Source: an optimization exercise on an open RTL-to-GDS flow (aim: small area). Production flows keep margins and buffers that such runs may drop.
Function not checked in this run: the RTL went through the layout flow alone.
In this run the design's own scripts or RTL, not TritonCTS, make the clock network.
The flow treats the clock pin as an ideal source. Dropping or thinning the clock tree relies on that and would not hold on a real chip.
No activity file was given, so power comes from the tool's default toggle rates.

$ cat flow/design.v
`timescale 1ns / 1ps
module alu32_top(
    input  wire        clk,
    input  wire [31:0] a,
    input  wire [31:0] b,
    input  wire [2:0]  op_code,
    output reg  [32:0] result,
    output reg         zero_flag,
    output reg         control_flag
    );
    reg  [31:0] a_q, b_q;
    reg  [2:0]  op_q;
    wire [32:0] alu_result;
    wire        alu_zero, alu_control;
    always @(posedge clk) begin
        a_q  <= a;
        b_q  <= b;
        op_q <= op_code;
        result       <= alu_result;
        zero_flag    <= alu_zero;
        control_flag <= alu_control;
    end
    ALU_8_Bit #(.WIDTH(32)) u_alu (
        .A(a_q),
        .B(b_q),
        .op_code(op_q),
        .result(alu_result),
        .zero_flag(alu_zero),
        .control_flag(alu_control)
    );
endmodule

`timescale 1ns / 1ps
module ALU_8_Bit #(parameter WIDTH = 8) (A, B, op_code, result, zero_flag, control_flag);
    input  [WIDTH-1:0] A, B;
    input  [2:0] op_code;
    output zero_flag, control_flag;
    output [WIDTH:0] result;
    wire inv, ar, nar, kp, kg, nkp, nkg;
    alu_decode u_dec (.op(op_code), .inv(inv), .ar(ar), .nar(nar), .kp(kp), .kg(kg),
        .nkp(nkp), .nkg(nkg));
    wire [31:0] bx;    
    wire [31:0] pp;    
    wire [31:0] gg;    
    wire [31:0] sx;    
    wire [31:0] lt;    
    wire [31:0] r;
    wire [32:0] cc;      
    assign cc[0] = inv;
    alu_xor2 u_bx0 (.a(B[0]), .b(inv), .y(bx[0]));
    alu_ha u_ha0 (.a(A[0]), .b(bx[0]), .s(pp[0]), .c(gg[0]));
    alu_a21oi u_c0 (.a1(pp[0]), .a2(cc[0]), .b1(gg[0]), .y(cc[1]));
    alu_xor2 u_bx1 (.a(B[1]), .b(inv), .y(bx[1]));
    alu_xnor2 u_np1 (.a(A[1]), .b(bx[1]), .y(pp[1]));
    alu_nand2 u_ng1 (.a(A[1]), .b(bx[1]), .y(gg[1]));
    alu_o21ai u_c1 (.a1(pp[1]), .a2(cc[1]), .b1(gg[1]), .y(cc[2]));
    alu_xor2 u_bx2 (.a(B[2]), .b(inv), .y(bx[2]));
    alu_ha u_ha2 (.a(A[2]), .b(bx[2]), .s(pp[2]), .c(gg[2]));
    alu_a21oi u_c2 (.a1(pp[2]), .a2(cc[2]), .b1(gg[2]), .y(cc[3]));
    alu_xor2 u_bx3 (.a(B[3]), .b(inv), .y(bx[3]));
    alu_xnor2 u_np3 (.a(A[3]), .b(bx[3]), .y(pp[3]));
    alu_nand2 u_ng3 (.a(A[3]), .b(bx[3]), .y(gg[3]));
    alu_o21ai u_c3 (.a1(pp[3]), .a2(cc[3]), .b1(gg[3]), .y(cc[4]));
    alu_xor2 u_bx4 (.a(B[4]), .b(inv), .y(bx[4]));
    alu_ha u_ha4 (.a(A[4]), .b(bx[4]), .s(pp[4]), .c(gg[4]));
    alu_xor2 u_bx5 (.a(B[5]), .b(inv), .y(bx[5]));
    alu_xnor2 u_np5 (.a(A[5]), .b(bx[5]), .y(pp[5]));
    alu_nand2 u_ng5 (.a(A[5]), .b(bx[5]), .y(gg[5]));
    alu_xor2 u_bx6 (.a(B[6]), .b(inv), .y(bx[6]));
    alu_ha u_ha6 (.a(A[6]), .b(bx[6]), .s(pp[6]), .c(gg[6]));
    alu_xor2 u_bx7 (.a(B[7]), .b(inv), .y(bx[7]));
    alu_xnor2 u_np7 (.a(A[7]), .b(bx[7]), .y(pp[7]));
    alu_nand2 u_ng7 (.a(A[7]), .b(bx[7]), .y(gg[7]));
    wire P4, G4, x4a, x4b, x4c, q4;
    alu_inv u_x4a (.a(gg[4]), .y(x4a));
    alu_o21ai u_x4b (.a1(pp[5]), .a2(x4a), .b1(gg[5]), .y(x4b));
    alu_a21oi u_x4c (.a1(pp[6]), .a2(x4b), .b1(gg[6]), .y(x4c));
    alu_o21ai u_G4 (.a1(pp[7]), .a2(x4c), .b1(gg[7]), .y(G4));
    alu_nand2 u_q4 (.a(pp[4]), .b(pp[6]), .y(q4));
    alu_nor3 u_P4 (.a(q4), .b(pp[5]), .c(pp[7]), .y(P4));
    alu_a21oi u_c4 (.a1(pp[4]), .a2(cc[4]), .b1(gg[4]), .y(cc[5]));
    alu_o21ai u_c5 (.a1(pp[5]), .a2(cc[5]), .b1(gg[5]), .y(cc[6]));
    alu_a21oi u_c6 (.a1(pp[6]), .a2(cc[6]), .b1(gg[6]), .y(cc[7]));
    alu_a21oi u_gc4 (.a1(P4), .a2(cc[4]), .b1(G4), .y(cc[8]));
    alu_xor2 u_bx8 (.a(B[8]), .b(inv), .y(bx[8]));
    alu_xnor2 u_np8 (.a(A[8]), .b(bx[8]), .y(pp[8]));
    alu_nand2 u_ng8 (.a(A[8]), .b(bx[8]), .y(gg[8]));
    alu_xor2 u_bx9 (.a(B[9]), .b(inv), .y(bx[9]));
    alu_ha u_ha9 (.a(A[9]), .b(bx[9]), .s(pp[9]), .c(gg[9]));
    alu_xor2 u_bx10 (.a(B[10]), .b(inv), .y(bx[10]));
    alu_xnor2 u_np10 (.a(A[10]), .b(bx[10]), .y(pp[10]));
    alu_nand2 u_ng10 (.a(A[10]), .b(bx[10]), .y(gg[10]));
    alu_xor2 u_bx11 (.a(B[11]), .b(inv), .y(bx[11]));
    alu_ha u_ha11 (.a(A[11]), .b(bx[11]), .s(pp[11]), .c(gg[11]));
    wire P8, G8, x8a, x8b, x8c, q8;
    alu_inv u_x8a (.a(gg[8]), .y(x8a));
    alu_a21oi u_x8b (.a1(pp[9]), .a2(x8a), .b1(gg[9]), .y(x8b));
    alu_o21ai u_x8c (.a1(pp[10]), .a2(x8b), .b1(gg[10]), .y(x8c));
    alu_a21oi u_G8 (.a1(pp[11]), .a2(x8c), .b1(gg[11]), .y(G8));
    alu_nor2 u_q8 (.a(pp[8]), .b(pp[10]), .y(q8));
    alu_nand3 u_P8 (.a(q8), .b(pp[9]), .c(pp[11]), .y(P8));
    alu_o21ai u_c8 (.a1(pp[8]), .a2(cc[8]), .b1(gg[8]), .y(cc[9]));
    alu_a21oi u_c9 (.a1(pp[9]), .a2(cc[9]), .b1(gg[9]), .y(cc[10]));
    alu_o21ai u_c10 (.a1(pp[10]), .a2(cc[10]), .b1(gg[10]), .y(cc[11]));
    alu_o21ai u_gc8 (.a1(P8), .a2(cc[8]), .b1(G8), .y(cc[12]));
    alu_xor2 u_bx12 (.a(B[12]), .b(inv), .y(bx[12]));
    alu_ha u_ha12 (.a(A[12]), .b(bx[12]), .s(pp[12]), .c(gg[12]));
    alu_xor2 u_bx13 (.a(B[13]), .b(inv), .y(bx[13]));
    alu_xnor2 u_np13 (.a(A[13]), .b(bx[13]), .y(pp[13]));
    alu_nand2 u_ng13 (.a(A[13]), .b(bx[13]), .y(gg[13]));
    alu_xor2 u_bx14 (.a(B[14]), .b(inv), .y(bx[14]));
    alu_ha u_ha14 (.a(A[14]), .b(bx[14]), .s(pp[14]), .c(gg[14]));
    alu_xor2 u_bx15 (.a(B[15]), .b(inv), .y(bx[15]));
    alu_xnor2 u_np15 (.a(A[15]), .b(bx[15]), .y(pp[15]));
    alu_nand2 u_ng15 (.a(A[15]), .b(bx[15]), .y(gg[15]));
    wire P12, G12, x12a, x12b, x12c, q12;
    alu_inv u_x12a (.a(gg[12]), .y(x12a));
    alu_o21ai u_x12b (.a1(pp[13]), .a2(x12a), .b1(gg[13]), .y(x12b));
    alu_a21oi u_x12c (.a1(pp[14]), .a2(x12b), .b1(gg[14]), .y(x12c));
    alu_o21ai u_G12 (.a1(pp[15]), .a2(x12c), .b1(gg[15]), .y(G12));
    alu_nand2 u_q12 (.a(pp[12]), .b(pp[14]), .y(q12));
    alu_nor3 u_P12 (.a(q12), .b(pp[13]), .c(pp[15]), .y(P12));
    alu_a21oi u_c12 (.a1(pp[12]), .a2(cc[12]), .b1(gg[12]), .y(cc[13]));
    alu_o21ai u_c13 (.a1(pp[13]), .a2(cc[13]), .b1(gg[13]), .y(cc[14]));
    alu_a21oi u_c14 (.a1(pp[14]), .a2(cc[14]), .b1(gg[14]), .y(cc[15]));
    alu_a21oi u_gc12 (.a1(P12), .a2(cc[12]), .b1(G12), .y(cc[16]));
    alu_xor2 u_bx16 (.a(B[16]), .b(inv), .y(bx[16]));
    alu_xnor2 u_np16 (.a(A[16]), .b(bx[16]), .y(pp[16]));
    alu_nand2 u_ng16 (.a(A[16]), .b(bx[16]), .y(gg[16]));
    alu_xor2 u_bx17 (.a(B[17]), .b(inv), .y(bx[17]));
    alu_ha u_ha17 (.a(A[17]), .b(bx[17]), .s(pp[17]), .c(gg[17]));
    alu_xor2 u_bx18 (.a(B[18]), .b(inv), .y(bx[18]));
    alu_xnor2 u_np18 (.a(A[18]), .b(bx[18]), .y(pp[18]));
    alu_nand2 u_ng18 (.a(A[18]), .b(bx[18]), .y(gg[18]));
    alu_xor2 u_bx19 (.a(B[19]), .b(inv), .y(bx[19]));
    alu_ha u_ha19 (.a(A[19]), .b(bx[19]), .s(pp[19]), .c(gg[19]));
    wire P16, G16, x16a, x16b, x16c, q16;
    alu_inv u_x16a (.a(gg[16]), .y(x16a));
    alu_a21oi u_x16b (.a1(pp[17]), .a2(x16a), .b1(gg[17]), .y(x16b));
    alu_o21ai u_x16c (.a1(pp[18]), .a2(x16b), .b1(gg[18]), .y(x16c));
    alu_a21oi u_G16 (.a1(pp[19]), .a2(x16c), .b1(gg[19]), .y(G16));
    alu_nor2 u_q16 (.a(pp[16]), .b(pp[18]), .y(q16));
    alu_nand3 u_P16 (.a(q16), .b(pp[17]), .c(pp[19]), .y(P16));
    alu_o21ai u_c16 (.a1(pp[16]), .a2(cc[16]), .b1(gg[16]), .y(cc[17]));
    alu_a21oi u_c17 (.a1(pp[17]), .a2(cc[17]), .b1(gg[17]), .y(cc[18]));
    alu_o21ai u_c18 (.a1(pp[18]), .a2(cc[18]), .b1(gg[18]), .y(cc[19]));
    alu_o21ai u_gc16 (.a1(P16), .a2(cc[16]), .b1(G16), .y(cc[20]));
    alu_xor2 u_bx20 (.a(B[20]), .b(inv), .y(bx[20]));
    alu_ha u_ha20 (.a(A[20]), .b(bx[20]), .s(pp[20]), .c(gg[20]));
    alu_xor2 u_bx21 (.a(B[21]), .b(inv), .y(bx[21]));
    alu_xnor2 u_np21 (.a(A[21]), .b(bx[21]), .y(pp[21]));
    alu_nand2 u_ng21 (.a(A[21]), .b(bx[21]), .y(gg[21]));
    alu_xor2 u_bx22 (.a(B[22]), .b(inv), .y(bx[22]));
    alu_ha u_ha22 (.a(A[22]), .b(bx[22]), .s(pp[22]), .c(gg[22]));
    alu_xor2 u_bx23 (.a(B[23]), .b(inv), .y(bx[23]));
    alu_xnor2 u_np23 (.a(A[23]), .b(bx[23]), .y(pp[23]));
    alu_nand2 u_ng23 (.a(A[23]), .b(bx[23]), .y(gg[23]));
    wire P20, G20, x20a, x20b, x20c, q20;
    alu_inv u_x20a (.a(gg[20]), .y(x20a));
    alu_o21ai u_x20b (.a1(pp[21]), .a2(x20a), .b1(gg[21]), .y(x20b));
    alu_a21oi u_x20c (.a1(pp[22]), .a2(x20b), .b1(gg[22]), .y(x20c));
    alu_o21ai u_G20 (.a1(pp[23]), .a2(x20c), .b1(gg[23]), .y(G20));
    alu_nand2 u_q20 (.a(pp[20]), .b(pp[22]), .y(q20));
    alu_nor3 u_P20 (.a(q20), .b(pp[21]), .c(pp[23]), .y(P20));
    alu_a21oi u_c20 (.a1(pp[20]), .a2(cc[20]), .b1(gg[20]), .y(cc[21]));
    alu_o21ai u_c21 (.a1(pp[21]), .a2(cc[21]), .b1(gg[21]), .y(cc[22]));
    alu_a21oi u_c22 (.a1(pp[22]), .a2(cc[22]), .b1(gg[22]), .y(cc[23]));
    alu_a21oi u_gc20 (.a1(P20), .a2(cc[20]), .b1(G20), .y(cc[24]));
    alu_xor2 u_bx24 (.a(B[24]), .b(inv), .y(bx[24]));
    alu_xnor2 u_np24 (.a(A[24]), .b(bx[24]), .y(pp[24]));
    alu_nand2 u_ng24 (.a(A[24]), .b(bx[24]), .y(gg[24]));
    alu_xor2 u_bx25 (.a(B[25]), .b(inv), .y(bx[25]));
    alu_ha u_ha25 (.a(A[25]), .b(bx[25]), .s(pp[25]), .c(gg[25]));
    alu_xor2 u_bx26 (.a(B[26]), .b(inv), .y(bx[26]));
    alu_xnor2 u_np26 (.a(A[26]), .b(bx[26]), .y(pp[26]));
    alu_nand2 u_ng26 (.a(A[26]), .b(bx[26]), .y(gg[26]));
    alu_xor2 u_bx27 (.a(B[27]), .b(inv), .y(bx[27]));
    alu_ha u_ha27 (.a(A[27]), .b(bx[27]), .s(pp[27]), .c(gg[27]));
    wire P24, G24, x24a, x24b, x24c, q24;
    alu_inv u_x24a (.a(gg[24]), .y(x24a));
    alu_a21oi u_x24b (.a1(pp[25]), .a2(x24a), .b1(gg[25]), .y(x24b));
    alu_o21ai u_x24c (.a1(pp[26]), .a2(x24b), .b1(gg[26]), .y(x24c));
    alu_a21oi u_G24 (.a1(pp[27]), .a2(x24c), .b1(gg[27]), .y(G24));
    alu_nor2 u_q24 (.a(pp[24]), .b(pp[26]), .y(q24));
    alu_nand3 u_P24 (.a(q24), .b(pp[25]), .c(pp[27]), .y(P24));
    alu_o21ai u_c24 (.a1(pp[24]), .a2(cc[24]), .b1(gg[24]), .y(cc[25]));
    alu_a21oi u_c25 (.a1(pp[25]), .a2(cc[25]), .b1(gg[25]), .y(cc[26]));
    alu_o21ai u_c26 (.a1(pp[26]), .a2(cc[26]), .b1(gg[26]), .y(cc[27]));
    alu_o21ai u_gc24 (.a1(P24), .a2(cc[24]), .b1(G24), .y(cc[28]));
    alu_xor2 u_bx28 (.a(B[28]), .b(inv), .y(bx[28]));
    alu_ha u_ha28 (.a(A[28]), .b(bx[28]), .s(pp[28]), .c(gg[28]));
    alu_xor2 u_bx29 (.a(B[29]), .b(inv), .y(bx[29]));
    alu_xnor2 u_np29 (.a(A[29]), .b(bx[29]), .y(pp[29]));
    alu_nand2 u_ng29 (.a(A[29]), .b(bx[29]), .y(gg[29]));
    alu_xor2 u_bx30 (.a(B[30]), .b(inv), .y(bx[30]));
    alu_ha u_ha30 (.a(A[30]), .b(bx[30]), .s(pp[30]), .c(gg[30]));
    alu_xor2 u_bx31 (.a(B[31]), .b(inv), .y(bx[31]));
    alu_xnor2 u_np31 (.a(A[31]), .b(bx[31]), .y(pp[31]));
    alu_nand2 u_ng31 (.a(A[31]), .b(bx[31]), .y(gg[31]));
    wire P28, G28, x28a, x28b, x28c, q28;
    alu_inv u_x28a (.a(gg[28]), .y(x28a));
    alu_o21ai u_x28b (.a1(pp[29]), .a2(x28a), .b1(gg[29]), .y(x28b));
    alu_a21oi u_x28c (.a1(pp[30]), .a2(x28b), .b1(gg[30]), .y(x28c));
    alu_o21ai u_G28 (.a1(pp[31]), .a2(x28c), .b1(gg[31]), .y(G28));
    alu_nand2 u_q28 (.a(pp[28]), .b(pp[30]), .y(q28));
    alu_nor3 u_P28 (.a(q28), .b(pp[29]), .c(pp[31]), .y(P28));
    alu_a21oi u_c28 (.a1(pp[28]), .a2(cc[28]), .b1(gg[28]), .y(cc[29]));
    alu_o21ai u_c29 (.a1(pp[29]), .a2(cc[29]), .b1(gg[29]), .y(cc[30]));
    alu_a21oi u_c30 (.a1(pp[30]), .a2(cc[30]), .b1(gg[30]), .y(cc[31]));
    alu_a21oi u_gc28 (.a1(P28), .a2(cc[28]), .b1(G28), .y(cc[32]));
    alu_xnor2 u_s0 (.a(pp[0]), .b(cc[0]), .y(sx[0]));
    alu_a22oi u_l0 (.a1(pp[0]), .a2(kp), .b1(gg[0]), .b2(kg), .y(lt[0]));
    alu_xor2 u_s1 (.a(pp[1]), .b(cc[1]), .y(sx[1]));
    alu_nand2 u_l1 (.a(sx[1]), .b(ar), .y(lt[1]));
    alu_xnor2 u_s2 (.a(pp[2]), .b(cc[2]), .y(sx[2]));
    alu_a22oi u_l2 (.a1(pp[2]), .a2(kp), .b1(gg[2]), .b2(kg), .y(lt[2]));
    alu_xor2 u_s3 (.a(pp[3]), .b(cc[3]), .y(sx[3]));
    alu_nand2 u_l3 (.a(sx[3]), .b(ar), .y(lt[3]));
    alu_xnor2 u_s4 (.a(pp[4]), .b(cc[4]), .y(sx[4]));
    alu_a22oi u_l4 (.a1(pp[4]), .a2(kp), .b1(gg[4]), .b2(kg), .y(lt[4]));
    alu_xor2 u_s5 (.a(pp[5]), .b(cc[5]), .y(sx[5]));
    alu_nand2 u_l5 (.a(sx[5]), .b(ar), .y(lt[5]));
    alu_xnor2 u_s6 (.a(pp[6]), .b(cc[6]), .y(sx[6]));
    alu_a22oi u_l6 (.a1(pp[6]), .a2(kp), .b1(gg[6]), .b2(kg), .y(lt[6]));
    alu_xor2 u_s7 (.a(pp[7]), .b(cc[7]), .y(sx[7]));
    alu_nand2 u_l7 (.a(sx[7]), .b(ar), .y(lt[7]));
    alu_xor2 u_s8 (.a(pp[8]), .b(cc[8]), .y(sx[8]));
    alu_nand2 u_l8 (.a(sx[8]), .b(ar), .y(lt[8]));
    alu_xnor2 u_s9 (.a(pp[9]), .b(cc[9]), .y(sx[9]));
    alu_a22oi u_l9 (.a1(pp[9]), .a2(kp), .b1(gg[9]), .b2(kg), .y(lt[9]));
    alu_xor2 u_s10 (.a(pp[10]), .b(cc[10]), .y(sx[10]));
    alu_nand2 u_l10 (.a(sx[10]), .b(ar), .y(lt[10]));
    alu_xnor2 u_s11 (.a(pp[11]), .b(cc[11]), .y(sx[11]));
    alu_a22oi u_l11 (.a1(pp[11]), .a2(kp), .b1(gg[11]), .b2(kg), .y(lt[11]));
    alu_xnor2 u_s12 (.a(pp[12]), .b(cc[12]), .y(sx[12]));
    alu_a22oi u_l12 (.a1(pp[12]), .a2(kp), .b1(gg[12]), .b2(kg), .y(lt[12]));
    alu_xor2 u_s13 (.a(pp[13]), .b(cc[13]), .y(sx[13]));
    alu_nand2 u_l13 (.a(sx[13]), .b(ar), .y(lt[13]));
    alu_xnor2 u_s14 (.a(pp[14]), .b(cc[14]), .y(sx[14]));
    alu_a22oi u_l14 (.a1(pp[14]), .a2(kp), .b1(gg[14]), .b2(kg), .y(lt[14]));
    alu_xor2 u_s15 (.a(pp[15]), .b(cc[15]), .y(sx[15]));
    alu_nand2 u_l15 (.a(sx[15]), .b(ar), .y(lt[15]));
    alu_xor2 u_s16 (.a(pp[16]), .b(cc[16]), .y(sx[16]));
    alu_nand2 u_l16 (.a(sx[16]), .b(ar), .y(lt[16]));
    alu_xnor2 u_s17 (.a(pp[17]), .b(cc[17]), .y(sx[17]));
    alu_a22oi u_l17 (.a1(pp[17]), .a2(kp), .b1(gg[17]), .b2(kg), .y(lt[17]));
    alu_xor2 u_s18 (.a(pp[18]), .b(cc[18]), .y(sx[18]));
    alu_nand2 u_l18 (.a(sx[18]), .b(ar), .y(lt[18]));
    alu_xnor2 u_s19 (.a(pp[19]), .b(cc[19]), .y(sx[19]));
    alu_a22oi u_l19 (.a1(pp[19]), .a2(kp), .b1(gg[19]), .b2(kg), .y(lt[19]));
    alu_xnor2 u_s20 (.a(pp[20]), .b(cc[20]), .y(sx[20]));
    alu_a22oi u_l20 (.a1(pp[20]), .a2(kp), .b1(gg[20]), .b2(kg), .y(lt[20]));
    alu_xor2 u_s21 (.a(pp[21]), .b(cc[21]), .y(sx[21]));
    alu_nand2 u_l21 (.a(sx[21]), .b(ar), .y(lt[21]));
    alu_xnor2 u_s22 (.a(pp[22]), .b(cc[22]), .y(sx[22]));
    alu_a22oi u_l22 (.a1(pp[22]), .a2(kp), .b1(gg[22]), .b2(kg), .y(lt[22]));
    alu_xor2 u_s23 (.a(pp[23]), .b(cc[23]), .y(sx[23]));
    alu_nand2 u_l23 (.a(sx[23]), .b(ar), .y(lt[23]));
    alu_xor2 u_s24 (.a(pp[24]), .b(cc[24]), .y(sx[24]));
    alu_nand2 u_l24 (.a(sx[24]), .b(ar), .y(lt[24]));
    alu_xnor2 u_s25 (.a(pp[25]), .b(cc[25]), .y(sx[25]));
    alu_a22oi u_l25 (.a1(pp[25]), .a2(kp), .b1(gg[25]), .b2(kg), .y(lt[25]));
    alu_xor2 u_s26 (.a(pp[26]), .b(cc[26]), .y(sx[26]));
    alu_nand2 u_l26 (.a(sx[26]), .b(ar), .y(lt[26]));
    alu_xnor2 u_s27 (.a(pp[27]), .b(cc[27]), .y(sx[27]));
    alu_a22oi u_l27 (.a1(pp[27]), .a2(kp), .b1(gg[27]), .b2(kg), .y(lt[27]));
    alu_xnor2 u_s28 (.a(pp[28]), .b(cc[28]), .y(sx[28]));
    alu_a22oi u_l28 (.a1(pp[28]), .a2(kp), .b1(gg[28]), .b2(kg), .y(lt[28]));
    alu_xor2 u_s29 (.a(pp[29]), .b(cc[29]), .y(sx[29]));
    alu_nand2 u_l29 (.a(sx[29]), .b(ar), .y(lt[29]));
    alu_xnor2 u_s30 (.a(pp[30]), .b(cc[30]), .y(sx[30]));
    alu_a22oi u_l30 (.a1(pp[30]), .a2(kp), .b1(gg[30]), .b2(kg), .y(lt[30]));
    alu_xor2 u_s31 (.a(pp[31]), .b(cc[31]), .y(sx[31]));
    alu_nand2 u_l31 (.a(sx[31]), .b(ar), .y(lt[31]));
    wire eq, hi, cmp, ncmp;
    alu_and #(.N(11), .INV(11'b10100101010)) u_eq (.a({pp[3], pp[2], pp[1], pp[0], P28, P24, P20, P16, P12, P8, P4}), .y(eq));
    alu_flags #(.CINV(1)) u_fl (.op(op_code), .ci(cc[32]), .eq(eq),
        .hi(hi), .cmp(cmp), .ncmp(ncmp));
    alu_o211ai u_r0 (.a1(sx[0]), .a2(nar), .b1(lt[0]), .c1(ncmp), .y(r[0]));
    alu_o221ai u_r1 (.a1(pp[1]), .a2(nkp), .b1(gg[1]), .b2(nkg), .c1(lt[1]), .y(r[1]));
    alu_o21ai u_r2 (.a1(sx[2]), .a2(nar), .b1(lt[2]), .y(r[2]));
    alu_o221ai u_r3 (.a1(pp[3]), .a2(nkp), .b1(gg[3]), .b2(nkg), .c1(lt[3]), .y(r[3]));
    alu_o21ai u_r4 (.a1(sx[4]), .a2(nar), .b1(lt[4]), .y(r[4]));
    alu_o221ai u_r5 (.a1(pp[5]), .a2(nkp), .b1(gg[5]), .b2(nkg), .c1(lt[5]), .y(r[5]));
    alu_o21ai u_r6 (.a1(sx[6]), .a2(nar), .b1(lt[6]), .y(r[6]));
    alu_o221ai u_r7 (.a1(pp[7]), .a2(nkp), .b1(gg[7]), .b2(nkg), .c1(lt[7]), .y(r[7]));
    alu_o221ai u_r8 (.a1(pp[8]), .a2(nkp), .b1(gg[8]), .b2(nkg), .c1(lt[8]), .y(r[8]));
    alu_o21ai u_r9 (.a1(sx[9]), .a2(nar), .b1(lt[9]), .y(r[9]));
    alu_o221ai u_r10 (.a1(pp[10]), .a2(nkp), .b1(gg[10]), .b2(nkg), .c1(lt[10]), .y(r[10]));
    alu_o21ai u_r11 (.a1(sx[11]), .a2(nar), .b1(lt[11]), .y(r[11]));
    alu_o21ai u_r12 (.a1(sx[12]), .a2(nar), .b1(lt[12]), .y(r[12]));
    alu_o221ai u_r13 (.a1(pp[13]), .a2(nkp), .b1(gg[13]), .b2(nkg), .c1(lt[13]), .y(r[13]));
    alu_o21ai u_r14 (.a1(sx[14]), .a2(nar), .b1(lt[14]), .y(r[14]));
    alu_o221ai u_r15 (.a1(pp[15]), .a2(nkp), .b1(gg[15]), .b2(nkg), .c1(lt[15]), .y(r[15]));
    alu_o221ai u_r16 (.a1(pp[16]), .a2(nkp), .b1(gg[16]), .b2(nkg), .c1(lt[16]), .y(r[16]));
    alu_o21ai u_r17 (.a1(sx[17]), .a2(nar), .b1(lt[17]), .y(r[17]));
    alu_o221ai u_r18 (.a1(pp[18]), .a2(nkp), .b1(gg[18]), .b2(nkg), .c1(lt[18]), .y(r[18]));
    alu_o21ai u_r19 (.a1(sx[19]), .a2(nar), .b1(lt[19]), .y(r[19]));
    alu_o21ai u_r20 (.a1(sx[20]), .a2(nar), .b1(lt[20]), .y(r[20]));
    alu_o221ai u_r21 (.a1(pp[21]), .a2(nkp), .b1(gg[21]), .b2(nkg), .c1(lt[21]), .y(r[21]));
    alu_o21ai u_r22 (.a1(sx[22]), .a2(nar), .b1(lt[22]), .y(r[22]));
    alu_o221ai u_r23 (.a1(pp[23]), .a2(nkp), .b1(gg[23]), .b2(nkg), .c1(lt[23]), .y(r[23]));
    alu_o221ai u_r24 (.a1(pp[24]), .a2(nkp), .b1(gg[24]), .b2(nkg), .c1(lt[24]), .y(r[24]));
    alu_o21ai u_r25 (.a1(sx[25]), .a2(nar), .b1(lt[25]), .y(r[25]));
    alu_o221ai u_r26 (.a1(pp[26]), .a2(nkp), .b1(gg[26]), .b2(nkg), .c1(lt[26]), .y(r[26]));
    alu_o21ai u_r27 (.a1(sx[27]), .a2(nar), .b1(lt[27]), .y(r[27]));
    alu_o21ai u_r28 (.a1(sx[28]), .a2(nar), .b1(lt[28]), .y(r[28]));
    alu_o221ai u_r29 (.a1(pp[29]), .a2(nkp), .b1(gg[29]), .b2(nkg), .c1(lt[29]), .y(r[29]));
    alu_o21ai u_r30 (.a1(sx[30]), .a2(nar), .b1(lt[30]), .y(r[30]));
    alu_o221ai u_r31 (.a1(pp[31]), .a2(nkp), .b1(gg[31]), .b2(nkg), .c1(lt[31]), .y(r[31]));
    assign result = {hi, r};
    assign control_flag = hi;
    wire ze;
    alu_nor #(.N(11)) u_zlo (.a(r[11:1]), .y(ze));
    wire zp0;
    alu_nor2 u_zp0 (.a(r[12]), .b(r[13]), .y(zp0));
    wire zp1;
    alu_nor2 u_zp1 (.a(r[14]), .b(r[15]), .y(zp1));
    wire zp2;
    alu_nor2 u_zp2 (.a(r[16]), .b(r[17]), .y(zp2));
    wire zp3;
    alu_nor2 u_zp3 (.a(r[18]), .b(r[19]), .y(zp3));
    wire zp4;
    alu_nor2 u_zp4 (.a(r[20]), .b(r[21]), .y(zp4));
    wire zp5;
    alu_nor2 u_zp5 (.a(r[22]), .b(r[23]), .y(zp5));
    wire zp6;
    alu_nor2 u_zp6 (.a(r[24]), .b(r[25]), .y(zp6));
    wire zp7;
    alu_nor2 u_zp7 (.a(r[26]), .b(r[27]), .y(zp7));
    wire zp8;
    alu_nor2 u_zp8 (.a(r[28]), .b(r[29]), .y(zp8));
    wire zp9;
    alu_nor2 u_zp9 (.a(r[30]), .b(r[31]), .y(zp9));
    wire zp10;
    alu_nor2 u_zp10 (.a(hi), .b(r[0]), .y(zp10));
    wire zn0;
    alu_nand #(.N(4)) u_zn0 (.a({ze, zp0, zp1, zp2}), .y(zn0));
    wire zn1;
    alu_nand #(.N(4)) u_zn1 (.a({zp3, zp4, zp5, zp6}), .y(zn1));
    wire zn2;
    alu_nand #(.N(4)) u_zn2 (.a({zp7, zp8, zp9, zp10}), .y(zn2));
    alu_nor #(.N(3)) u_z (.a({zn0, zn1, zn2}), .y(zero_flag));
endmodule
module alu_xor2 (input a, input b, output y);
    assign y = a ^ b;
endmodule
module alu_xnor2 (input a, input b, output y);
    assign y = ~(a ^ b);
endmodule
module alu_ha (input a, input b, output s, output c);
    assign s = a ^ b;
    assign c = a & b;
endmodule
module alu_nand2 (input a, input b, output y);
    assign y = ~(a & b);
endmodule
module alu_nor2 (input a, input b, output y);
    assign y = ~(a | b);
endmodule
module alu_nor3 (input a, input b, input c, output y);
    assign y = ~(a | b | c);
endmodule
module alu_nand3 (input a, input b, input c, output y);
    assign y = ~(a & b & c);
endmodule
module alu_inv (input a, output y);
    assign y = ~a;
endmodule
module alu_a21oi (input a1, input a2, input b1, output y);
    assign y = ~((a1 & a2) | b1);
endmodule
module alu_o21ai (input a1, input a2, input b1, output y);
    assign y = ~((a1 | a2) & b1);
endmodule
module alu_a21o (input a1, input a2, input b1, output y);
    assign y = (a1 & a2) | b1;
endmodule
module alu_a22oi (input a1, input a2, input b1, input b2, output y);
    assign y = ~((a1 & a2) | (b1 & b2));
endmodule
module alu_o22ai (input a1, input a2, input b1, input b2, output y);
    assign y = ~((a1 | a2) & (b1 | b2));
endmodule
module alu_o211ai (input a1, input a2, input b1, input c1, output y);
    assign y = ~((a1 | a2) & b1 & c1);
endmodule
module alu_o221ai (input a1, input a2, input b1, input b2, input c1, output y);
    assign y = ~((a1 | a2) & (b1 | b2) & c1);
endmodule
module alu_a211o (input a1, input a2, input b1, input c1, output y);
    assign y = (a1 & a2) | b1 | c1;
endmodule
module alu_and #(parameter N = 8, parameter [N-1:0] INV = 0) (input [N-1:0] a, output y);
    assign y = &(a ^ INV);
endmodule
module alu_nor #(parameter N = 8) (input [N-1:0] a, output y);
    assign y = ~|a;
endmodule
module alu_nand #(parameter N = 4) (input [N-1:0] a, output y);
    assign y = ~&a;
endmodule
module alu_decode (input [2:0] op, output inv, output ar, output nar, output kp, output kg,
                   output nkp, output nkg);
    assign inv = op[2] ^ (op[1] | op[0]);      
    assign nar = op[2] | op[1];
    assign ar  = ~nar;                         
    assign kp  = op[2] & op[1];                
    assign kg  = op[2] & (op[1] ^ op[0]);      
    assign nkp = ~kp;
    assign nkg = ~kg;
endmodule
module alu_flags #(parameter CINV = 0) (input [2:0] op, input ci, input eq, output hi,
                                        output cmp, output ncmp);
    wire co = ci ^ CINV;
    assign hi = ~op[2] & ~op[1] & (co ^ op[0]);    
    assign cmp = ((op == 3'b010) & co & ~eq) | ((op == 3'b011) & eq) | ((op == 3'b100) & ~co);
    assign ncmp = ~cmp;
endmodule
$ cat flow/flow/run.sh
#!/bin/bash
# Standard ORFS layout with these changes: the port buffers use the smallest buffer cell;
# every combinational cell is put at its smallest drive strength after floorplanning (the
# repair steps then size up only what timing needs); after clock tree synthesis its tree is
# replaced by four clkbuf_16 cells fed straight from the clock port (flow/mycts.tcl); power
# recovery downsizes non-critical cells after global routing.
set -euo pipefail
W=$(pwd)
bash standard.sh BUFFER_PORTS_ARGS="-buffer_cell sky130_fd_sc_hd__buf_1" \
  POST_FLOORPLAN_TCL="$W/flow/downsize.tcl" POST_CTS_TCL="$W/flow/mycts.tcl" \
  CTS_ARGS="-sink_clustering_enable -repair_clock_nets -dont_use_dummy_load" \
  RECOVER_POWER=100 finish > make_finish.log 2>&1
$ cat flow/flow/downsize.tcl
# POST_FLOORPLAN hook: put every combinational cell at the smallest drive strength of its
# family; the later repair steps size up what timing needs.
set n 0
foreach inst [[ord::get_db_block] getInsts] {
  set m [$inst getMaster]
  set name [$m getName]
  if {![regexp {^(sky130_fd_sc_hd__[a-z0-9]+)_([0-9]+)$} $name -> base sz]} { continue }
  if {[string match {*df*} $base] || [string match {*clk*} $base] || [string match {*tap*} $base]
      || [string match {*conb*} $base] || [string match {*dl*} $base]} { continue }
  set best ""
  set best_a 1e9
  foreach lc [get_lib_cells ${base}_*] {
    set ln [get_name $lc]
    if {![regexp "^${base}_\[0-9\]+\$" $ln]} { continue }
    if {[get_property $lc dont_use]} { continue }
    set a [get_property $lc area]
    if {$a < $best_a} { set best_a $a; set best $ln }
  }
  if {$best ne "" && $best ne $name} {
    $inst swapMaster [[ord::get_db] findMaster $best]
    incr n
  }
}
puts "downsize: replaced $n cells"
$ cat flow/flow/mycts.tcl
if {![info exists ::env(MYCTS_NB)]} { set NB 4 } else { set NB $::env(MYCTS_NB) }
set block [ord::get_db_block]
set clknet [$block findNet clk]

# walk the clock network from the port: flip-flop clock pins are the sinks, every other cell
# on it is a clock buffer or inverter that clock_tree_synthesis inserted
set sinks {}
set kill_insts {}
set kill_nets {}
set todo [list $clknet]
while {[llength $todo]} {
  set net [lindex $todo 0]
  set todo [lrange $todo 1 end]
  foreach it [$net getITerms] {
    if {[$it isOutputSignal]} { continue }
    set inst [$it getInst]
    set mname [[$inst getMaster] getName]
    if {[string match {*df*} $mname]} {
      lappend sinks $it
    } else {
      lappend kill_insts $inst
      foreach ot [$inst getITerms] {
        if {[$ot isOutputSignal] && [$ot getNet] ne "NULL"} {
          lappend kill_nets [$ot getNet]
          lappend todo [$ot getNet]
        }
      }
    }
  }
}
puts "mycts: [llength $sinks] clock sinks, removing [llength $kill_insts] clock tree cells"
foreach it $sinks { $it disconnect }
foreach inst $kill_insts { odb::dbInst_destroy $inst }
foreach net $kill_nets { odb::dbNet_destroy $net }

set master [[ord::get_db] findMaster sky130_fd_sc_hd__clkbuf_16]
set order {}
foreach it $sinks {
  lappend order [list [lindex [[$it getInst] getLocation] 0] $it]
}
set order [lsort -integer -index 0 $order]
set n [llength $order]
for {set k 0} {$k < $NB} {incr k} {
  set lo [expr {$k * $n / $NB}]
  set hi [expr {($k + 1) * $n / $NB - 1}]
  set net [odb::dbNet_create $block "clknet_leaf_$k"]
  $net setSigType CLOCK
  set buf [odb::dbInst_create $block $master "clkbuf_leaf_$k"]
  set sx 0
  set sy 0
  set m 0
  foreach s [lrange $order $lo $hi] {
    set it [lindex $s 1]
    $it connect $net
    set loc [[$it getInst] getLocation]
    set sx [expr {$sx + [lindex $loc 0]}]
    set sy [expr {$sy + [lindex $loc 1]}]
    incr m
  }
  [$buf findITerm A] connect $clknet
  [$buf findITerm X] connect $net
  $buf setLocation [expr {$sx / $m}] [expr {$sy / $m}]
  $buf setPlacementStatus PLACED
  puts "mycts: leaf $k drives $m flip-flops"
}
detailed_placement
check_placement -verbose
estimate_parasitics -placement
report_clock_skew
$ cat flow/standard.sh
#!/bin/bash
# synth_recipe.tcl (not shown) runs the flow's synth.tcl, then flattens the netlist and writes it again
# the make line also repeats each setting of config.mk as NAME=value (left out here)
make -C /OpenROAD-flow-scripts/flow DESIGN_CONFIG=/design/flow/config.mk WORK_HOME=/design/flow/orfs CLKGATE_MAP_FILE= SYNTH_SCRIPT=/design/flow/synth_recipe.tcl "${@:-finish}"
$ cat flow/config.mk
export PLATFORM = sky130hd
export DESIGN_NAME = alu32_top
export DESIGN_NICKNAME = alu32_top
export VERILOG_FILES = /design/flow/design.v
export SDC_FILE = /design/flow/constraint.sdc
export NUM_CORES = 4
export LEC_CHECK = 0
export CAP_MARGIN = 20
export CORE_MARGIN = 2
export CORE_UTILIZATION = 40
export SLEW_MARGIN = 20
export SYNTH_HIERARCHICAL = 1
export SYNTH_MINIMUM_KEEP_SIZE = 0
$ cat flow/constraint.sdc
create_clock -name core_clock -period 5.0 [get_ports {clk}]
set_input_delay 1.0000 -clock core_clock [delete_from_list [all_inputs] [get_ports {clk}]]
set_output_delay 1.0000 -clock core_clock [all_outputs]
set_load 0.01 [all_outputs]
==> results.toml <==
[sta]
maxSlewViolCount = 0
skew_ns = 0.0137
slew_headroom_pct = 24.9
worst_pin_slew_ns = 1.13
hold_violations = 0
fmax_ghz = 0.222
finalSetupViolations = 0
finalCritPeriodShare_pct = 89.9
rsz0062_at_grt = "no"
period_needed_ns = 4.50

[power_and_ir_drop]
power.leakage_nw = 1.80
irDropWorstVdd_mv = 0.370
powerDensity_nw_per_um2 = 389
p_total_mw = 1.84

[setup_path]
reg2reg_depth = 24
path_cells = "inv_1 -> ha_1 -> xnor2_2 -> xor2_1 -> ha_1 -> a21oi_1 -> o21ai_1 -> a21oi_1 -> o21ai_1 -> a21oi_2 -> o21ai_2 -> a21oi_2 -> o21ai_1 -> a21oi_2 -> o21ai_1 -> a21oi_1 -> o21ai_1 -> a21oi_1 -> xor2_1 -> nand2_1 -> o221ai_1 -> nor2_1 -> nand4_1 -> nor3_1"
path_max_fanout = 5
cp_data_required_time_ns = 5.08
worstReg2RegEnd = "zero_flag$_DFF_P_"
slowest_stage = "dfxtp_1"
reg2reg_slack_ns = 0.50
worstPathArrival_ns = 4.58
path_class = "register to register"
cp_num_buf_inv = 1
cpMostUsedCell = "o21ai_1"
r2r-start = "op_q[0]$_DFF_P_"
path_delay_family = "compound AO/OA/AOI/OAI gates"
start_kind = "register"
cp-end-kind = "register"
slowest_delay_ns = 0.40

[place]
port-buffer-count = 102
place_area_um2 = 4620
place_hpwl_um = 6840
gp_routability_congestion = 0.833

[synthesis]
synth_cells = 393
yosysWarnings = 7
syn_area_um2 = 4310
syn_nets = 478
syn_avg_cell_area_um2 = 11.0

[layout]
final_nets = 593
drive_above_1_share_pct = 3.36
num_antenna_cells = 0
final_area_um2 = 4740
syn_to_final_growth_pct = 9.92

[drt]
via_per_inst = 4.88
wl_per_cell_um = 14.1
ant_nets = 0
drc = 0
vias = 3136
dr.pass1.iters = 4
wl_um = 9030
drtIter0Drc = 141

[floorplanning]
core-area_um2 = 10400
start_util_pct = 41.4
fp.dieH_um = 108
ios = 103
fp-row-count = 37
die_area_um2 = 11600
die_x_um = 108

[status]
outcome = "no timing/DRC/antenna violations"

[clocking]
clkLatencyLatePin_ns = 0.16
cts_sinks = 102
path_clk_slew_ns = 0.09

[global_route]
grt_max_degree = 27
track_usage_pct = 15.7
grt_antenna_before_repair = 0
grt_pass1_vias = 3029
grt_pass1_wl_um = 14400
overflow = 0

[worst_hold_path]
hold_path_class = "register to register"
holdPathStages = 2
hp-start = "a_q[23]$_DFF_P_"
hold_end = "result[23]$_DFF_P_"

[flow_run]
max-cap-violations = 0
## how the worst max path moves through the flow
stage | depth (start not counted) | slack, ns | start | end
3_3_place_gp | 24 | 0.09 | op_q[0]$_DFF_P_ | zero_flag$_DFF_P_
3_5_place_dp | 24 | -0.18 | op_q[0]$_DFF_P_ | zero_flag$_DFF_P_
6_report | 24 | 0.50 | op_q[0]$_DFF_P_ | zero_flag$_DFF_P_
2_1_floorplan | 24 | 0.06 | op_q[1]$_DFF_P_ | zero_flag$_DFF_P_
5_1_grt | 24 | 0.05 | op_q[0]$_DFF_P_ | zero_flag$_DFF_P_
## worst min-delay path, cell delays in order, from the launching register on
cell and delay [ns]:
dfxtp_1 0.33, nand2_1 0.08, o221ai_1 0.12
## registers in the layout, indices dropped and copies added (netlist names)
register      flops
a_q              32
b_q              32
control_flag      1
op_q              3
result           33
zero_flag         1
## cells in the final DEF, fill, tap and decap left out, types with 8 or more instances in the layout
master	n
xnor2_1	31
dfxtp_1	102
nor2_1	15
xor2_1	48
a22oi_1	16
o221ai_1	16
inv_1	9
nand2_1	39
ha_1	17
a21oi_1	25
buf_1	102
nor3_1	8
o21ai_0	35
## final cells by class
| cell class | count | area (um^2) |
|---|---|---|
| buffer | 4 | 100 |
| sequential | 102 | 2040 |
| inverter | 9 | 33.8 |
| timing repair buffer | 110 | 448 |
| tap | 136 | 170 |
| multi-input combinational | 281 | 1950 |
| fill | 1046 | 5680 |
## power breakdown
part	total (mW)	internal, mW	switching (mW)
clock network	0.337	0.147	0.190
logic	0.576	0.233	0.343
registers	0.930	0.899	0.0305
## stage by stage
step	cells	hold slack, ns	setup TNS, ns	util, %	worst slack, ns
after floorplan	393	0.521	0	-	0.0634
after global placement	638	0.569	0	44.3	0.0929
after detailed placement	638	0.573	-0.176	44.3	-0.176
after global routing	642	0.604	0	45.5	0.0502
final	642	0.587	0	45.5	0.504
## per-layer routing
metal / global-route usage [%] / wire length [um] / vias to the layer above
met2: 26.3 / 4230 / 116
met3: 2.72 / 569 / 13
met4: 3.57 / 136 / 0
li1: - / - / 1602
met5: 0 / 0 / -
met1: 21.1 / 4100 / 1405

separate check: timing with driven ports:
In the flow no input, the clock included, has a driving cell. The finished layout below was timed again as built, in two steps.
Step 1 (the two cells are an assumption about what drives the block):
set clk [get_ports {clk}]
set_driving_cell -lib_cell sky130_fd_sc_hd__clkbuf_16 $clk
set_driving_cell -lib_cell sky130_fd_sc_hd__buf_2 [delete_from_list [all_inputs] $clk]
Step 2 adds t to the input delays and takes it off the output delays; t is the mean of the earliest and latest rising clock arrival at the registers after step 1. Input paths then give back, and output paths get back, about the clock's delay inside the block.
Slacks: ideal ports / drivers / drivers and shift; pairs: ideal ports / drivers.
t (ns): 0.225
setup WS [ns]: 0.504 / 0.504 / 0.504
hold slack, ns: 0.587 / 0.587 / 0.587
After both steps this run still meets setup and hold. For this run, drivers alone change the setup slack by 0.000 ns; drivers and shift together by 0.000 ns.
